From an optimization exercise on the open Yosys and OpenROAD flow, aimed at small area and few clock cycles; shortcuts taken in it are not production practice. At most, simulation tests tie the RTL to the original design; equivalence was not proved. Power is estimated from default activity; no workload was simulated.

==> inputs of run a <==
// alu
module alu #(
	parameter INST_W = 4,
	parameter INT_W  = 6,
	parameter FRAC_W = 10,
	parameter DATA_W = INT_W + FRAC_W
)(
	input                      i_clk,
	input                      i_rst_n,
	input                      i_in_valid,
	output                     o_busy,
	input         [INST_W-1:0] i_inst,
	input  signed [DATA_W-1:0] i_data_a,
	input  signed [DATA_W-1:0] i_data_b,
	output                     o_out_valid,
	output        [DATA_W-1:0] o_data
);
	wire [15:0] a  = i_data_a;
	wire [15:0] b  = i_data_b;
	wire [3:0]  op = i_inst;
	wire res_v = i_in_valid & ~(op[3] & (op[2] | op[1]));
	wire op_as  = (op == 4'd0) | (op == 4'd1);
	wire op_sub = (op == 4'd1);
	wire op_acc = (op == 4'd3);
	reg  [19:0] acc_d [0:15];
	reg  [15:0] acc_v;
	wire [3:0]  idx = a[3:0];
	wire        acc_we = i_in_valid & op_acc;
	wire [15:0] acc_sel;
	genvar g;
	generate for (g = 0; g < 16; g = g + 1) begin : g_sel
		assign acc_sel[g] = op_acc & acc_v[g] & (idx == g);
	end endgenerate
	reg [19:0] acc_rd;
	integer k;
	always @(*) begin
		acc_rd = 20'd0;
		for (k = 0; k < 16; k = k + 1)
			acc_rd = acc_rd | ({20{acc_sel[k]}} & acc_d[k]);
	end
	wire [19:0] ad_x = acc_rd | ({20{op_as}} & {{4{a[15]}}, a});
	wire [19:0] ad_y = {{4{b[15]}}, b} ^ {20{op_sub}};
	wire [19:0] ad_s = ad_x + ad_y + {19'd0, op_sub};
	wire ad_ovf = ad_s[19] ? (ad_s[18:15] != 4'hF) : (ad_s[18:15] != 4'h0);
	wire [15:0] ad_res = ad_ovf ? {ad_s[19], {15{~ad_s[19]}}} : ad_s[15:0];
	always @(posedge i_clk or negedge i_rst_n)
		if (!i_rst_n)
			acc_v <= 16'd0;
		else if (acc_we)
			acc_v[idx] <= 1'b1;
	generate for (g = 0; g < 16; g = g + 1) begin : g_acc
		always @(posedge i_clk)
			if (acc_we && idx == g)
				acc_d[g] <= ad_s;
	end endgenerate
	wire [15:0] mx_a = a;
	wire [15:0] mx_b = b;
	wire [16:0] mb_x = {mx_b, 1'b0};
  ...
clock: 10.0 ns
lec_check: 0
abc_area: 1
cap_margin: 20
core_margin: 2
core_utilization: 45
slew_margin: 20
run.sh (not shown) runs the stock make flow with config.mk's settings and CLKGATE_MAP_FILE= SYNTH_SCRIPT=/design/flow/synth_recipe.tcl, a recipe that flattens the netlist after the stock synthesis.
==> inputs of run b, as changes to run a <==
--- a/flow/design.v
+++ b/flow/design.v
@@ -591,10 +591,19 @@
 			4'd9: f_res = r_rev;
 			default: f_res = 16'd0;
 		endcase
 	endfunction
 	wire [15:0] res = f_res(op, ad_res, mul_res, sp_res, a ^ b, ars_res, rot_res,
 	                        {11'd0, clz}, rev_res);
+	reg        out_v_r;
+	reg [15:0] out_d_r;
+	always @(posedge i_clk or negedge i_rst_n)
+		if (!i_rst_n)
+			out_v_r <= 1'b0;
+		else
+			out_v_r <= res_v;
+	always @(posedge i_clk)
+		out_d_r <= res;
 	assign o_busy      = 1'b0;
-	assign o_out_valid = res_v;
-	assign o_data      = res;
+	assign o_out_valid = out_v_r;
+	assign o_data      = out_d_r;
 endmodule
==> qor summary <==
item                                                                    run a                    run b
RSZ-0062 raised after global routing                                     true                    false
Reg2reg end                                            acc_d[0][19]$_DFFE_PP_      out_d_r[14]$_DFF_P_
Post-detail-place hpwl                                               71800 um                 62500 um
Total GRT Usage                                                         32.1%                    29.5%
Clock skew after layout                                             0.0240 ns                0.0355 ns
Critical path origin                                             i_data_a[14]             i_data_a[15]
Setup slack after layout                                            -0.299 ns                 0.681 ns
Count of plain and timing-repair buffers                                  695                      170
Share of the yosys chip area belonging to registers                     40.3%                    41.3%
Result of the run                                    finished with violations  complete, no violations
Reasons for failing layout checks                                setup timing                        -
Non-filler instance count after layout                                   4117                     3651
WL met2                                                              44600 um                 38800 um
Worst R2R Path Depth                                                       26                       27
Number of nets produced by synthesis                                     3030                     3034
CP Data Required Time                                                 8.00 ns                 10.40 ns
Testbench counts of run b, summed over its fixed seeds: cycles 8,008.
For run a, only the layout was checked, not whether the RTL still works.

---

==> v7: inputs <==
Another version of the RTL of alu (not shown whole).
==> flow/config.mk <==
export PLATFORM = sky130hd
export DESIGN_NAME = alu
export DESIGN_NICKNAME = alu
export VERILOG_FILES = /design/flow/design.v
export SDC_FILE = /design/flow/constraint.sdc
export NUM_CORES = 4
export LEC_CHECK = 0
export ABC_AREA = 1
export CAP_MARGIN = 20
export CORE_MARGIN = 2
export CORE_UTILIZATION = 65
export CTS_BUF_LIST = sky130_fd_sc_hd__clkbuf_8
export CTS_CLUSTER_DIAMETER = 60
export CTS_CLUSTER_SIZE = 16
export GPL_TIMING_DRIVEN = 0
export SLEW_MARGIN = 20
==> flow/constraint.sdc <==
create_clock -name core_clock -period 10.0 [get_ports {i_clk}]
set_input_delay 2.0000 -clock core_clock [delete_from_list [all_inputs] [get_ports {i_clk}]]
set_output_delay 2.0000 -clock core_clock [all_outputs]
set_load 0.01 [all_outputs]
standard.sh (not shown) runs the stock make flow with config.mk's settings and CLKGATE_MAP_FILE= SYNTH_SCRIPT=/design/flow/synth_recipe.tcl, a recipe that flattens the netlist after the stock synthesis.
==> flow/flow/run.sh <==
#!/bin/bash
# Own layout flow: the standard synthesis, then inverters around full
# adders are removed (fixinv.py flips adders, which are self-dual; if it
# fails, the standard netlist is kept), then the standard layout with
# smaller port buffers (buf_2).
# Each step writes its full output to its own log in the work folder.
set -euo pipefail
cd "$(dirname "$0")/.."
W=$(pwd)
R=$W/orfs/results/${FLOW_PLATFORM:-sky130hd}/alu/base
bash standard.sh synth > synth.log 2>&1
cp "$R/1_2_yosys.v" "$W/1_2_yosys_standard.v"
if python3 flow/fixinv.py "$W/1_2_yosys_standard.v" "$W/1_2_yosys_fixinv.v" > fixinv.log 2>&1; then
  cp "$W/1_2_yosys_fixinv.v" "$R/1_2_yosys.v"
  rm -f "$R/1_synth.odb" "$R/1_synth.sdc"
fi
bash standard.sh "BUFFER_PORTS_ARGS=-buffer_cell sky130_fd_sc_hd__buf_2" finish > layout.log 2>&1
Other scripts of this flow, unchanged in this note and not shown: flow/flow/fixinv.py
==> inputs of v10, as changes to v7 <==
--- a/flow/flow/run.sh
+++ b/flow/flow/run.sh
@@ -3,5 +3,5 @@
 # adders are removed (fixinv.py flips adders, which are self-dual; if it
 # fails, the standard netlist is kept), then the standard layout with
-# smaller port buffers (buf_2).
+# smaller port buffers (buf_2) and a clock tree without dummy loads.
 # Each step writes its full output to its own log in the work folder.
 set -euo pipefail
@@ -15,3 +15,5 @@
   rm -f "$R/1_synth.odb" "$R/1_synth.sdc"
 fi
-bash standard.sh "BUFFER_PORTS_ARGS=-buffer_cell sky130_fd_sc_hd__buf_2" finish > layout.log 2>&1
+# clock tree as config.mk sets it, without dummy loads
+CTS="-sink_clustering_enable -repair_clock_nets -buf_list sky130_fd_sc_hd__clkbuf_8 -sink_clustering_size 16 -sink_clustering_max_diameter 60 -dont_use_dummy_load"
+bash standard.sh "BUFFER_PORTS_ARGS=-buffer_cell sky130_fd_sc_hd__buf_2" "CTS_ARGS=$CTS" finish > layout.log 2>&1
==> comparison <==
- In die area, v10 and v7 do not differ.
- Count of clock-buffer cells in the layout is the same in v7 and v10.
- Against v10, the design area of v7 is larger by about 0.44%.
- Via count: v10 is smaller than v7 (about 0.23%).
- In area after synthesis, v7 and v10 do not differ.
- Clock power: v7 is larger than v10 (about 9%).
- Of v7 and v10, v7 has the higher cell count (gap 0.73%, measured against v10).
- Clock skew: v7 is lower than v10 (0.039 ns).
- Against v10, the total power of v7 is larger by about 0.9%.
- Of v7 and v10, v7 has the higher worst hold slack (gap 0.0040 ns).
- Worst setup slack: v10 is lower than v7 (0.060 ns).
Testbench counts of v7, summed over its fixed seeds: cycles 8,008.
Testbench counts of v10, summed over its fixed seeds: cycles 8,008.

==> port drivers added, routing unchanged <==
The flow's constraints put no driver on any port. The routed layouts listed below were extracted and timed again, unchanged, in two steps. Step 1, drivers: a clkbuf_16 drives i_clk and a buf_2 each remaining input, both assumed. Step 2 moves the port delays by t, midway between the first and last clock arrival at a register: inputs arrive t later, outputs are due t later. That takes back most of the time a late clock gives input paths. Slacks: ideal ports / drivers / drivers and shift; pairs: ideal ports / drivers.
run	shift t [ns]	slack for setup (ns)	worst hold slack (ns)	slew at the worst register clock pin (ns)	worst slew at a driven data input, ns
run a	0.593	-0.299 / -0.338 / -0.338	0.475 / 0.475 / 0.475	0.07 / 0.07	0.06
run b	0.621	0.681 / 0.706 / 0.086	0.466 / 0.466 / 0.466	0.07 / 0.07	0.07
v7	0.647	0.356 / 0.376 / -0.271	0.468 / 0.468 / 0.468	0.11 / 0.11	0.09
v10	0.611	0.296 / 0.322 / -0.289	0.464 / 0.464 / 0.464	0.12 / 0.12	0.08
Met with ideal ports but missed after step 2: setup timing in v7 and v10. The setup slack of v7, which loses most, moves by +0.020 ns with the drivers and by -0.627 ns with both steps.
